Source: an optimization exercise on an open RTL-to-GDS flow (aim: small area, a short achievable clock period and few clock cycles per item). Production flows keep margins and buffers that such runs may drop.
RTL that was checked went through simulation tests only; none was proved equivalent to the original.
No functional check of the RTL was part of runs 2 and 3.

===== flow/design.v =====
module alu (
    input h,
    input [15:0] a,
    input [15:0] b,
    output overflow,
    output [15:0] result
);
    assign {overflow, result} = h ? a * b : a + b;
endmodule
module mux 
(
    input [1:0] select,
    input [15:0] a,
    input [15:0] b,
    input [15:0] c,
    input [15:0] d,
    output [15:0] out
);
    assign out = select == 2'b00 ? a : select == 2'b01 ? b : select == 2'b10 ? c : d;
endmodule
module register
(
    input clk,
    input rst,
    input l,
    input [15:0] in,
    output reg [15:0] out
);
    always @(posedge clk)
    begin
        if (l) out <= in;
    end
endmodule
module control (
    input clk,
    input rst,
    input start,
    output reg LX,
    output reg LS,
    output reg LH,
    output reg OP,
    output reg [1:0] M0,
    output reg [1:0] M1,
    output reg [1:0] M2,
    output reg completed
);
    parameter [3:0] A = 4'b0000, B = 4'b0001, C = 4'b0010, D = 4'b0011, E = 4'b0100, F = 4'b0101, G = 4'b0110, H = 4'b0111, I = 4'b1000;
    reg [3:0] state;
    always @(posedge clk or posedge rst) 
    begin
        if (rst) 
        begin
            state <= A;
            completed <= 1'b0;
        end
        else begin
            case (state)
                A : begin
                    LX <= 1'b0;
                    M0 <= 2'b00;
                    M1 <= 2'b00;
                    M2 <= 2'b00;
                    OP <= 1'b0;
                    LS <= 1'b0;
                    LH <= 1'b0;
                    completed <= 1'b0;
                    if (start == 1'b1) state <= B;
                end
                B : begin
                    LX <= 1'b1; 
                    M0 <= 2'b00; 
                    M1 <= 2'b01;
                    M2 <= 2'b00; 
                    OP <= 1'b1; 
                    LS <= 1'b0; 
                    LH <= 1'b0;
                    completed <= 1'b0;
                    state <= C;
                end
                C : begin
                    LX <= 1'b0;
                    M0 <= 2'b00; 
                    M1 <= 2'b01;
                    M2 <= 2'b00; 
                    OP <= 1'b1; 
                    LS <= 1'b1; 
                    LH <= 1'b0; 
                    completed <= 1'b0;
                    state <= D;
                end
                D : begin
                    LX <= 1'b0; 
                    M0 <= 2'b01; 
                    M1 <= 2'b00;
                    M2 <= 2'b10; 
                    OP <= 1'b1; 
                    LS <= 1'b0; 
                    LH <= 1'b1;
                    completed <= 1'b0;
                    state <= E;
                end
                E : begin
                    LX <= 1'b0;
                    M0 <= 2'b10;
                    M1 <= 2'b00;
                    M2 <= 2'b00; 
                    OP <= 1'b1;
                    LS <= 1'b1;
                    LH <= 1'b0;
                    completed <= 1'b0;
                    state <= F;
                end
                F : begin
                    LX <= 1'b0;
                    M0 <= 2'b10;
                    M1 <= 2'b11;
                    M2 <= 2'b10; 
                    OP <= 1'b0;
                    LS <= 1'b0;
                    LH <= 1'b1;
                    completed <= 1'b0;
                    state <= G;
                end
                G : begin
                    LX <= 1'b0;
                    M0 <= 2'b11;
                    M1 <= 2'b00;
                    M2 <= 2'b11; 
                    OP <= 1'b0;
                    LS <= 1'b1;
                    LH <= 1'b0;
                    completed <= 1'b0;
                    state <= H;
                end
                H : begin
                    LX <= 1'b0;
                    M0 <= 2'b00;
                    M1 <= 2'b00;
                    M2 <= 2'b00; 
                    OP <= 1'b0;
                    LS <= 1'b0;
                    LH <= 1'b0;
                    completed <= 1'b1;
                    state <= I;
                end
            endcase
        end
    end
endmodule
module operative 
(
    input clk,
    input [7:0] input_X,
    input [15:0] A,
    input [15:0] B,
    input [15:0] C,
    input LX,
    input LS,
    input LH,
    input H,
    input [1:0] M0,
    input [1:0] M1,
    input [1:0] M2,
    output zero,
    output overflow,
    output [15:0] result
);
    parameter z = 16'b0;
    wire [15:0] X, Reg_X, Reg_S, Reg_H, M0_out, M1_out, M2_out, ula_out;
    assign X = input_X;
    mux mux_0 (M0, z, A, B, C, M0_out);
    mux mux_1 (M1, M0_out, Reg_X, Reg_S, Reg_H, M1_out);
    mux mux_2 (M2, Reg_X, M0_out, Reg_S, Reg_H, M2_out);
    register reg_x (clk, rst, LX, X, Reg_X);
    register reg_s (clk, rst, LS, ula_out, Reg_S);
    register reg_h (clk, rst, LH, ula_out, Reg_H);
    alu alu_0 (H, M2_out, M1_out, overflow, ula_out);
    assign result = Reg_S;
    assign zero = result ? 1'b0 : 1'b1;
endmodule
module expression_solver
(
    input clk,
    input rst,
    input start,
    input [7:0] X,
    input [15:0] A,
    input [15:0] B,
    input [15:0] C,
    output [15:0] result,
    output zero,
    output overflow,
    output completed
);
    wire LX, LS, LH, H;
    wire [1:0] M0, M1, M2;
    control control_block (clk, rst, start, LX, LS, LH, H, M0, M1, M2, completed);
    operative operative_block (clk, X, A, B, C, LX, LS, LH, H, M0, M1, M2, zero, overflow, result);
endmodule

===== flow/run.sh =====
#!/bin/bash
# synth_recipe.tcl (not shown) runs the flow's synth.tcl, then flattens the netlist and writes it again
# the make line also repeats each setting of config.mk as NAME=value (left out here)
make -C /OpenROAD-flow-scripts/flow DESIGN_CONFIG=/design/flow/config.mk WORK_HOME=/design/flow/orfs CLKGATE_MAP_FILE= SYNTH_SCRIPT=/design/flow/synth_recipe.tcl finish

===== flow/config.mk =====
export PLATFORM = sky130hd
export DESIGN_NAME = expression_solver
export DESIGN_NICKNAME = expression_solver
export VERILOG_FILES = /design/flow/design.v
export SDC_FILE = /design/flow/constraint.sdc
export NUM_CORES = 4
export LEC_CHECK = 0
export CAP_MARGIN = 20
export CORE_MARGIN = 2
export CORE_UTILIZATION = 40
export SLEW_MARGIN = 20

===== flow/constraint.sdc =====
create_clock -name core_clock -period 11.0 [get_ports {clk}]
set_input_delay 2.2000 -clock core_clock [delete_from_list [all_inputs] [get_ports {clk}]]
set_output_delay 2.2000 -clock core_clock [all_outputs]
set_load 0.01 [all_outputs]

==> results of run 1 <==
[state kept, by name, indices dropped and copies added, names as in the netlist]
register	count
operative_block.reg_h.out	16
operative_block.reg_s.out	16
operative_block.reg_x.out	8
control_block.state	4
control_block.M0	2
control_block.M1	2
control_block.M2	2
control_block.LH	1
control_block.LS	1
control_block.LX	1
control_block.OP	1
control_block.completed	1
[logic make-up (layout without fill, tap and decap cells)]
kind of cell | count (synthesis) | in the layout | synth area share, %
and+or+nand+nor | 253 | 253 | 13.7
buffers and inverters | 199 | 328 | 9.42
adders and majority gates | 161 | 161 | 33.0
AOI/OAI and AO/OA | 125 | 125 | 10.8
DFF | 55 | 55 | 19.7
xor gates and xnor gates | 50 | 50 | 5.79
muxes | 47 | 47 | 7.61
[stage by stage]
step           setup TNS [ns]  std cells  instance area, um^2  utilization, %
2_1_floorplan               0        890                 8270               -
3_5_place_dp           -0.171       1281                 9830            48.4
5_1_grt                     0       1289                10000            49.3
6_report                    0       1289                10000            49.3
4_1_cts                     0       1289                10000            49.3
3_3_place_gp           -0.135       1281                 9830            48.4
[cells in the mapped netlist, types with 3 or more instances]
cell type / n
a21oi_1: 26
or2_2: 3
buf_1: 3
inv_2: 3
ha_1: 66
nor2b_1: 16
nor3_1: 7
mux4_2: 10
buf_2: 11
mux2i_1: 13
fa_1: 95
or3_1: 4
dfrtp_1: 5
and2_1: 21
o21ai_1: 3
o2bb2ai_1: 6
a21oi_2: 3
clkbuf_1: 19
a21o_1: 13
nand2_1: 108
a22oi_1: 8
xnor2_1: 31
nand2b_1: 8
nor4_1: 6
o31ai_2: 3
buf_4: 3
nor2_1: 72
a221oi_1: 5
edfxtp_1: 50
o21a_1: 5
xor2_1: 16
o21bai_1: 3
o21ai_0: 27
inv_1: 159
xnor3_1: 3
mux2_2: 21
[routing by layer]
metal / global-route usage [%] / vias to the layer above
li1: - / 3139
met1: 30.1 / 3171
met2: 35.3 / 154
met3: 3.27 / 24
met4: 4.24 / 0
met5: 0 / -
[worst max-delay path: cells and delay by family]
| kind | cells | cell delay (ns) |
|---|---|---|
| fa+ha+maj | 6 | 2.82 |
| simple gates | 1 | 0.18 |
| mux | 2 | 0.82 |
| buf+inv | 5 | 0.70 |
| compound gates | 2 | 0.40 |
| xor+xnor | 8 | 1.33 |
[repair_timing]
item / 4_1_cts / 5_1_grt
endpoints found under the setup margin: 1 / 1
pin swaps: 0 / 2
resized for setup: 1 / 5
endpoints found under the hold margin: 0 / 0
buffers inserted: 0 / 0
[cell type report]
class	count	area, um^2
Clock buffer	5	125
Clock inverter	3	50.0
Fill cell	1984	10300
Inverter	162	608
Multi-Input combinational cell	636	5880
Sequential cell	55	1630
Tap cell	270	338
Timing Repair Buffer	158	1390
[worst max-delay path by stage]
| stage | startpoint | to | slack [ns] | cells past startpoint |
|---|---|---|---|---|
| after global routing | B[2] | overflow | 0.004 | 24 |
| after floorplan | B[6] | overflow | 0.84 | 23 |
| after CTS | B[6] | overflow | 0.09 | 24 |
| after global placement | B[6] | overflow | -0.13 | 24 |
| final | B[6] | overflow | 0.34 | 24 |
| after detailed placement | B[6] | overflow | -0.17 | 24 |
==> impl_metrics.py, run 1 <==
metrics = {
    "clocking": {
        "numCtsBuffers": 5,
        "cts.sinks": 55,
        "root_buffer": "clkbuf_16",
        "path_clk_slew_ns": 0.07,
        "clock_path_buffers": 2,
        "clk_latency_ns": 0.30,
        "cts_hold_buf": 0,
        "cts_tree": "yes",
        "h-tree-depth": 2,
    },
    "routing": {
        "drt-initial-drc-count": 388,
        "first_pass_iters": 7,
        "wl_met3_mm": 1.06,
        "wl_met1_mm": 10.5,
        "ant_nets": 0,
        "routed_wl_mm": 22.5,
        "wl_per_cell_um": 17.4,
        "drcViolationCount": 0,
        "via_per_inst": 5.03,
        "vias": 6488,
        "top_layer": "met4",
        "wl_met2_mm": 10.5,
    },
    "setup_path": {
        "start_kind": "input pin",
        "crit_arrival_ns": 8.46,
        "ff2ff_setup_slack_ns": 3.83,
        "cp_common_cell": "xnor2_1",
        "path_class": "in -> out",
        "rr_worst_depth": 25,
        "slowest_delay_ns": 0.54,
        "cp-end-kind": "output port",
        "r2r_start": "control_block.M0[1]$_DFFE_PP_",
        "cp_max_fo": 4,
        "worst_ep_required_time_ns": 8.80,
        "slowest_stage": "mux4_2",
        "r2r_end": "operative_block.reg_s.out[15]$_DFFE_PP_",
        "crit_chain": "clkdlybuf4s50_1 > mux2_4 > a22o_1 > mux4_2 > and2_1 > fa_1 > inv_1 > fa_1 > inv_1 > fa_1 > inv_1 > fa_1 > fa_1 > fa_1 > xnor2_1 > xnor2_1 > xnor2_1 > xnor2_1 > xnor2_1 > xnor2_1 > xnor3_1 > xnor2_1 > a211oi_2 > clkbuf_2",
    },
    "sta": {
        "rsz0062_at_grt": "false",
        "finalHoldViolCount": 0,
        "fmax_ghz": 0.0938,
        "finalSetupViolCount": 0,
        "worst_slew_pin_slew_ns": 0.900,
        "drv_slew": 0,
        "layout_setup_ws_ns": 0.342,
        "fin_crit_ns": 10.66,
        "relSlewSlack_pct": 40.0,
        "fin_skew_ns": 0.00677,
        "finalCritPeriodShare_pct": 96.9,
        "timing.hold.ws_ns": 0.501,
    },
    "cells_and_area": {
        "mostFrequentLayoutCells": "inv_1, nand2_1, fa_1, buf_4, clkdlybuf4s50_1",
        "antenna_cells": 0,
        "drive_gt1_share_pct": 14.1,
        "final_common_cell": "inv_1",
        "nets": 1238,
        "areaGrowthSynthToFinish_pct": 21.0,
    },
    "die": {
        "ios": 78,
        "dieArea_um2": 21900,
        "rows": 52,
        "start_util_pct": 40.8,
        "fp.dieW_um": 148,
        "die_h_um": 148,
        "placeableCoreArea_um2": 20300,
    },
    "worst_hold_path": {
        "hold_end": "control_block.completed$_DFFE_PP0P_",
        "min_path_cells": 2,
        "hold_start": "control_block.completed$_DFFE_PP0P_",
        "hold_class": "reg -> reg",
    },
    "grt": {
        "grtUsageTotal_pct": 21.4,
        "grt_max_degree": 37,
        "grt.overflow.total": 0,
        "grt_pass1_wl_mm": 36.4,
        "antenna_found_initial": 0,
        "grt_pass1_vias": 6828,
    },
    "placement": {
        "place_ws_ns": -0.171,
        "dp_hpwl_mm": 19.0,
        "numPortBuffers": 77,
        "gp_congestion": 0.907,
    },
    "synthesis": {
        "synth_top_area_share_pct": 23.0,
        "postSynthCellCount": 890,
        "synth_enable_flop_cells": 50,
        "mappedNetlistArea_um2": 8270,
        "ys_seq_area_share_pct": 19.7,
        "syn_nets": 1110,
        "synth_area_leader_cell": "fa_1",
        "async_reset_ff_share_pct": 9.09,
        "ys_ff_latch": 55,
        "yosysWarnings": 3,
        "synth.avg_cell_area_um2": 9.30,
        "synth_area_leaders": "fa_1, edfxtp_1, ha_1",
        "ys.flop_type": "edfxtp_1",
        "yosys.cell_types.count": 62,
    },
    "run_status": {
        "status": "complete, no violations",
    },
    "job": {
        "maxCapViolations": 0,
    },
}
Testbench counts, summed over its fixed seeds: cycles 10,800, items 1,200.
==> inputs of run 2 (changes only) <==
==> flow/design.v (replaced) <==
module alu (
    input [7:0] x,
    input [15:0] a,
    input [15:0] b,
    input [15:0] c,
    output [15:0] result
);
    wire [15:0] x16 = {8'd0, x};
    wire [15:0] t = a * x16 + b;
    assign result = t * x16 + c;
endmodule
module mux
(
    input select,
    input [15:0] a,
    input [15:0] b,
    output [15:0] out
);
    assign out = select ? b : a;
endmodule
module register
(
    input clk,
    input hold,
    input [15:0] in,
    output reg [15:0] out
);
    always @(posedge clk)
    begin
        if (!hold) out <= in;
    end
endmodule
module control (
    input clk,
    input rst,
    input start,
    output reg done
);
    always @(posedge clk or posedge rst)
    begin
        if (rst) done <= 1'b0;
        else if (start) done <= 1'b1;
    end
endmodule
module expression_solver
(
    input clk,
    input rst,
    input start,
    input [7:0] X,
    input [15:0] A,
    input [15:0] B,
    input [15:0] C,
    output [15:0] result,
    output zero,
    output overflow,
    output completed
);
    wire done;
    wire [15:0] value;
    wire [15:0] held;
    control control_block (clk, rst, start, done);
    alu alu_0 (X, A, B, C, value);
    register reg_s (clk, done, value, held);
    assign completed = done | (start & ~rst);
    mux mux_0 (done, value, held, result);
    assign zero = ~|result;
    assign overflow = 1'b0;
endmodule
==> impl_metrics.py, run 2 <==
metrics = {
    "die": {
        "rows": 47,
        "fp.dieW_um": 135,
        "dieArea_um2": 18200,
        "die_h_um": 135,
        "start_util_pct": 41.1,
        "placeableCoreArea_um2": 16700,
        "ios": 78,
    },
    "cells_and_area": {
        "stdcell_area_um2": 9780,
        "drive_gt1_share_pct": 30.1,
        "largest_registers": "reg_s.out: 16 flops, control_block.done: 1 flops",
        "mostFrequentLayoutCells": "inv_1, buf_4, fa_1, nand2_1, and2_1",
        "largest-register": "reg_s.out",
        "fillers": 1513,
        "antenna_cells": 0,
        "final_common_cell": "inv_1",
        "largest_register_ffs": 16,
        "areaGrowthSynthToFinish_pct": 42.5,
        "nets": 1270,
    },
    "synthesis": {
        "postSynthCellCount": 788,
        "synth_mux_area_share_pct": 1.35,
        "yosys.cell_types.count": 50,
        "syn_nets": 1045,
        "synth_area_leaders": "fa_1, inv_1, ha_1",
        "synth-adder-area-share_pct": 52.3,
        "synth_area_leader_cell": "fa_1",
        "synth.avg_cell_area_um2": 8.71,
        "synth_enable_flop_cells": 0,
        "ys_seq_area_share_pct": 5.03,
        "mappedNetlistArea_um2": 6860,
        "synth_compound_area_share_pct": 5.32,
        "yosys-top-cells-count": "inv_1, fa_1, nand2_1",
        "yosys.area_share.simple_pct": 17.6,
        "ys.flop_type": "dfxtp_1",
        "synth_top_area_share_pct": 43.2,
        "ys_ff_latch": 17,
        "yosysWarnings": 2,
        "async_reset_ff_share_pct": 5.88,
        "synth_top_family_by_area": "adder cells",
        "synth_xor_area_share_pct": 6.31,
        "yosysMostFrequentCell": "inv_1",
    },
    "grt": {
        "grt_max_degree": 24,
        "grtUsageTotal_pct": 19.6,
        "grt_pass1_wl_mm": 28.9,
        "grt_pass1_vias": 6067,
        "grt.overflow.total": 0,
        "antenna_found_initial": 0,
    },
    "setup_path": {
        "slowest_delay_ns": 0.52,
        "slowest_stage": "fa_1",
        "path_class": "in -> out",
        "cp_common_cell": "fa_1",
        "worst_ep_required_time_ns": 8.80,
        "cp-end-kind": "output port",
        "start_kind": "input pin",
        "crit_arrival_ns": 10.33,
        "cp_max_fo": 5,
    },
    "run_status": {
        "so.violations": "negative setup slack",
        "status": "finished with violations",
    },
    "clocking": {
        "cts_tree": "yes",
        "root_buffer": "clkbuf_16",
        "cts.sinks": 17,
        "clock_path_buffers": 2,
        "path_clk_slew_ns": 0.05,
        "h-tree-depth": 1,
        "numCtsBuffers": 3,
        "clk_latency_ns": 0.25,
    },
    "sta": {
        "finalSetupViolCount": 11,
        "fin_crit_ns": 12.53,
        "rsz0062_at_grt": "true",
        "fin_skew_ns": 0.00737,
        "drv_slew": 0,
        "layout_setup_ws_ns": -1.53,
        "finalCritPeriodShare_pct": 114,
        "tns_ns": -8.16,
        "finalHoldViolCount": 0,
        "fmax_ghz": 0.0798,
    },
    "placement": {
        "dp_hpwl_mm": 13.9,
        "gp_congestion": 0.884,
        "place_ws_ns": -2.40,
        "dpl_cell_area_um2": 8870,
        "numPortBuffers": 76,
    },
    "job": {
        "maxCapViolations": 0,
    },
    "routing": {
        "drcViolationCount": 0,
        "routed_wl_mm": 17.1,
        "drt-initial-drc-count": 199,
        "via_per_inst": 4.63,
        "first_pass_iters": 4,
        "ant_nets": 0,
        "wl_per_cell_um": 13.9,
        "vias": 5702,
    },
    "worst_hold_path": {
        "hold_class": "reg -> reg",
    },
}
-- run 2: changes by cell type in the layout (fill, tap and decap cells not counted), moves of 27 or more --
cell             delta
nor2_1             -64
and2_1             +50
clkdlybuf4s50_1    -33
buf_6              +27
buf_4              +69
ha_1               -30
fa_1               +43
edfxtp_1           -50
-- run 2: metal layers --
layer	GRT usage, %	part of all wire [%]	up-vias
met5	0	0	-
met4	1.85	0.56	0
met3	1.16	3.4	8
met2	34.2	51	101
met1	28.1	45	2827
li1	-	-	2766
-- run 2: path summary, 6_finish.rpt --
kind | from | end | slack [ns] | cells past startpoint
hold / removal | reg_s.out[2]$_DFF_P_ | reg_s.out[2]$_DFF_P_ | 0.49 | 1
setup / recovery | X[0] | zero | -1.53 | 33
hold reg to reg | reg_s.out[2]$_DFF_P_ | reg_s.out[2]$_DFF_P_ | 0.49 | 1
min in group asynchronous | rst | control_block.done$_DFFE_PP0P_ | 2.10 | 2
max in group asynchronous | rst | control_block.done$_DFFE_PP0P_ | 8.79 | 2
setup reg to reg | control_block.done$_DFFE_PP0P_ | reg_s.out[15]$_DFF_P_ | 9.57 | 3
-- run 2: timing repair --
| item | CTS | global route |
|---|---|---|
| endpoints found under the setup margin | 13 | 12 |
| hold buffers | 0 | 0 |
| gates resized for setup | 202 | 22 |
| setup buffers | 35 | 10 |
| pin swaps | 83 | 37 |
| endpoints found under the hold margin | 0 | 0 |
| gates cloned | 1 | 0 |
-- run 2: final cells by class --
| class | count | area, um^2 | share of cell area, % |
|---|---|---|---|
| well taps | 220 | 275 | 2.81 |
| clock buffers | 4 | 78.8 | 0.806 |
| inverters | 192 | 721 | 7.37 |
| multi-input cells | 553 | 6240 | 63.8 |
| flip-flops and latches | 17 | 345 | 3.53 |
| repair buffers | 246 | 2120 | 21.6 |
-- run 2: kinds of logic (layout without fill, tap and decap cells) --
group | count (synthesis) | after routing
buffers and inverters | 218 | 442
other | 1 | 1
and+or+nand+nor | 249 | 249
adders and majority gates | 198 | 198
xor gates and xnor gates | 43 | 43
muxes | 8 | 8
DFF | 17 | 17
AOI/OAI and AO/OA | 54 | 54
-- run 2: worst max-delay path, delay by kind of cell --
family	cells	cell delay, ns
fa+ha+maj	10	4.34
simple gates	6	1.47
buf+inv	10	0.80
compound gates	3	0.66
xor+xnor	3	0.57
mux	1	0.30
-- run 2: metrics by stage --
stage	std cells	util, %	hold slack (ns)
2_1_floorplan	788	-	0.467
5_1_grt	1232	58.6	0.507
3_3_place_gp	1182	53.1	0.475
6_report	1232	58.6	0.489
3_5_place_dp	1182	53.1	0.479
4_1_cts	1222	57.7	0.490
==> inputs of run 3 (changes only) <==
==> flow/design.v (replaced) <==
module alu (
    input [15:0] m,
    input [7:0] x,
    input [15:0] k,
    output [15:0] y
);
    assign y = m * {8'd0, x} + k;
endmodule
module mux
(
    input select,
    input [15:0] a,
    input [15:0] b,
    output [15:0] out
);
    assign out = select ? b : a;
endmodule
module register
(
    input clk,
    input hold,
    input [15:0] in,
    output reg [15:0] out
);
    always @(posedge clk)
    begin
        if (!hold) out <= in;
    end
endmodule
module control (
    input clk,
    input rst,
    input start,
    output reg busy,
    output reg done
);
    always @(posedge clk or posedge rst)
    begin
        if (rst) begin
            busy <= 1'b0;
            done <= 1'b0;
        end else begin
            if (start) busy <= 1'b1;
            done <= busy;
        end
    end
endmodule
module operative
(
    input clk,
    input busy,
    input done,
    input [7:0] X,
    input [15:0] A,
    input [15:0] B,
    input [15:0] C,
    output [15:0] T,
    output [15:0] mac_out
);
    wire [15:0] m, k;
    mux mux_m (busy, A, T, m);
    mux mux_k (busy, B, C, k);
    alu alu_0 (m, X, k, mac_out);
    register reg_t (clk, done, mac_out, T);
endmodule
module expression_solver
(
    input clk,
    input rst,
    input start,
    input [7:0] X,
    input [15:0] A,
    input [15:0] B,
    input [15:0] C,
    output [15:0] result,
    output zero,
    output overflow,
    output completed
);
    wire busy, done;
    wire [15:0] T, mac_out;
    control control_block (clk, rst, start, busy, done);
    operative operative_block (clk, busy, done, X, A, B, C, T, mac_out);
    assign completed = busy;
    mux mux_r (done, mac_out, T, result);
    assign zero = ~|result;
    assign overflow = 1'b0;
endmodule
==> impl_metrics.py, run 3 <==
metrics = {
    "run_status": {
        "status": "complete, no violations",
    },
    "synthesis": {
        "ys_ff_latch": 18,
        "synth.avg_cell_area_um2": 9.12,
        "yosysWarnings": 2,
        "synth_xor_area_share_pct": 4.86,
        "postSynthCellCount": 466,
        "synth-adder-area-share_pct": 42.2,
        "synth_mux_area_share_pct": 9.39,
        "yosys.area_share.simple_pct": 18.2,
        "synth_area_leaders": "fa_1, inv_1, dfxtp_1",
        "async_reset_ff_share_pct": 11.1,
        "ys_seq_area_share_pct": 8.71,
        "synth_top_area_share_pct": 34.8,
        "yosys-top-cells-count": "inv_1, fa_1, nand2_1",
        "syn_nets": 624,
        "yosysMostFrequentCell": "inv_1",
        "synth_area_leader_cell": "fa_1",
        "yosys.cell_types.count": 49,
        "ys.flop_type": "dfxtp_1",
        "synth_enable_flop_cells": 0,
        "synth_compound_area_share_pct": 6.03,
        "synth_top_family_by_area": "adder cells",
        "mappedNetlistArea_um2": 4250,
    },
    "sta": {
        "tns_ns": 0,
        "fmax_ghz": 0.0964,
        "worst_slew_pin_slew_ns": 0.983,
        "fin_skew_ns": 0.00238,
        "fin_crit_ns": 10.37,
        "finalHoldViolCount": 0,
        "finalSetupViolCount": 0,
        "drv_slew": 0,
        "finalCritPeriodShare_pct": 94.3,
        "rsz0062_at_grt": "false",
        "relSlewSlack_pct": 34.5,
    },
    "cells_and_area": {
        "largest_registers": "operative_block.reg_t.out: 16 flops, control_block.busy: 1 flops, control_block.done: 1 flops",
        "final_common_cell": "inv_1",
        "regArea_um2": 372,
        "fillers": 1005,
        "mostFrequentLayoutCells": "inv_1, clkdlybuf4s50_1, fa_1, nand2_1, and2_1",
        "largest_register_ffs": 16,
        "largest-register": "operative_block.reg_t.out",
        "multi_input_area_um2": 3440,
        "nets": 694,
        "areaGrowthSynthToFinish_pct": 22.0,
        "stdcell_area_um2": 5190,
        "drive_gt1_share_pct": 6.92,
        "antenna_cells": 0,
    },
    "grt": {
        "grt_pass1_vias": 3508,
        "grtUsageTotal_pct": 19.0,
        "grt.overflow.total": 0,
        "antenna_found_initial": 0,
        "grt_pass1_wl_mm": 17.2,
        "grt_max_degree": 39,
    },
    "clocking": {
        "clock_path_buffers": 2,
        "cts_hold_buf": 0,
        "path_clk_slew_ns": 0.07,
        "root_buffer": "clkbuf_8",
        "h-tree-depth": 1,
        "post-cts-setup-buffer-count": 0,
        "numCtsBuffers": 3,
        "cts_tree": "yes",
        "cts.sinks": 18,
        "clk_latency_ns": 0.25,
        "post_cts_resized": 0,
    },
    "routing": {
        "vias": 3262,
        "drcViolationCount": 0,
        "first_pass_iters": 4,
        "ant_nets": 0,
        "drt-initial-drc-count": 105,
        "routed_wl_mm": 10.1,
        "via_per_inst": 4.86,
        "wl_per_cell_um": 15.0,
    },
    "worst_hold_path": {
        "hold_class": "reg -> reg",
        "min_path_cells": 2,
    },
    "setup_path": {
        "slowest_delay_ns": 0.57,
        "cp_common_cell": "fa_1",
        "crit_arrival_ns": 8.17,
        "cp-end-kind": "output port",
        "worst_ep_required_time_ns": 8.80,
        "path_class": "in -> out",
        "cp_max_fo": 8,
        "start_kind": "input pin",
        "rr_worst_depth": 16,
        "crit_chain": "clkdlybuf4s50_1 > mux2i_1 > nand2b_1 > fa_1 > inv_1 > fa_1 > fa_1 > inv_1 > fa_1 > inv_1 > ha_1 > o21a_1 > o31a_1 > or4_1 > nand3_2 > or4_1 > a2111oi_2 > and4bb_1 > nor4b_4 > clkdlybuf4s50_1",
        "slowest_stage": "clkdlybuf4s50_1",
        "ff2ff_setup_slack_ns": 5.14,
    },
    "die": {
        "dieArea_um2": 11500,
        "rows": 37,
        "start_util_pct": 41.2,
        "placeableCoreArea_um2": 10300,
        "fp.dieW_um": 107,
        "die_h_um": 107,
        "ios": 78,
    },
    "placement": {
        "gp_congestion": 0.832,
        "dp_hpwl_mm": 8.81,
        "numPortBuffers": 76,
        "dpl_cell_area_um2": 5130,
    },
    "job": {
        "maxCapViolations": 0,
    },
}
-- run 3: cell count changes after synthesis, sizes merged, moves of 5 or more --
| cell | delta |
|---|---|
| a21oi | -6 |
| and2 | -35 |
| buf | +5 |
| clkbuf | -17 |
| fa | -74 |
| ha | -25 |
| inv | -93 |
| mux2 | +13 |
| mux2i | +16 |
| nand2 | -92 |
| nand2b | +6 |
| nor2b | +16 |
| xnor2 | -19 |
-- run 3: cell type report --
cell class | instances | area share, %
Clock buffer | 4 | 1.06
Inverter | 99 | 7.16
Multi-Input combinational cell | 335 | 66.2
Sequential cell | 18 | 7.16
Tap cell | 136 | 3.28
Timing Repair Buffer | 79 | 15.1
-- run 3: cells by family (layout without fill, tap and decap cells) --
family	count (synthesis)	in the layout
compound gates	37	37
simple gates	139	139
flops	18	18
mux	37	37
other cells	1	1
buf+inv	113	182
fa+ha+maj	99	99
xor+xnor	22	22
-- run 3: path summary, 6_finish.rpt --
kind	from	to
max in group asynchronous	rst	control_block.busy$_DFFE_PP0P_
worst max-delay path	A[6]	zero
min in group asynchronous	rst	control_block.busy$_DFFE_PP0P_
worst min register to register	operative_block.reg_t.out[15]$_DFF_P_	operative_block.reg_t.out[15]$_DFF_P_
worst min-delay path	operative_block.reg_t.out[15]$_DFF_P_	operative_block.reg_t.out[15]$_DFF_P_
worst max register to register	control_block.busy$_DFFE_PP0P_	operative_block.reg_t.out[14]$_DFF_P_
-- run 3: per-layer routing --
layer | vias up | part of all wire (%) | track usage [%]
met5 | - | 0 | 0
met4 | 0 | 2.1 | 3.25
met3 | 17 | 4.0 | 2.07
met2 | 77 | 52 | 35.0
met1 | 1604 | 42 | 24.2
li1 | 1564 | - | -
-- run 3: per-stage QoR --
step                      util, %  cells  hold slack, ns  setup WS, ns
after global routing         50.2    671           0.549         0.266
after detailed placement     49.7    667           0.508         0.643
after CTS                    50.2    671           0.518         0.620
final                        50.2    671           0.513         0.631
after floorplan                 -    466           0.454          2.06
after global placement       49.7    667           0.503         0.771
-- run 3: critical path, delay by kind of cell --
| family | cells | cell delay (ns) |
|---|---|---|
| multiplexers | 1 | 0.54 |
| buffers and inverters | 5 | 1.17 |
| AND/OR/NAND/NOR | 6 | 1.43 |
| adder cells (fa/ha/maj) | 5 | 2.22 |
| AO/OA/AOI/OAI | 3 | 0.58 |

## static timing again, ports no longer ideal
The flow's constraints put no driver on any port. The routed layouts listed below were extracted and timed again, unchanged, in two steps.
Step 1: set_driving_cell puts a clkbuf_16 on clk and a buf_2 on each other input, an assumption about the parent block.
Step 2 adds t to the input delays and takes it off the output delays; t is the mean of the earliest and latest rising clock arrival at the registers after step 1. Input paths then give back, and output paths get back, about the clock's delay inside the block.
a / b / c = ideal ports / drivers / drivers and shift; a / b = the first two.
| run | shift t [ns] | slack for setup (ns) | hold WS [ns] |
|---|---|---|---|
| run 1 | 0.334 | 0.342 / 0.319 / 0.319 | 0.501 / 0.501 / 0.501 |
| run 2 | 0.276 | -1.533 / -1.571 / -1.571 | 0.489 / 0.489 / 0.489 |
| run 3 | 0.277 | 0.631 / 0.604 / 0.604 | 0.513 / 0.513 / 0.513 |
The setup slack of run 2, which loses most, moves by -0.038 ns with the drivers and by -0.038 ns with both steps.
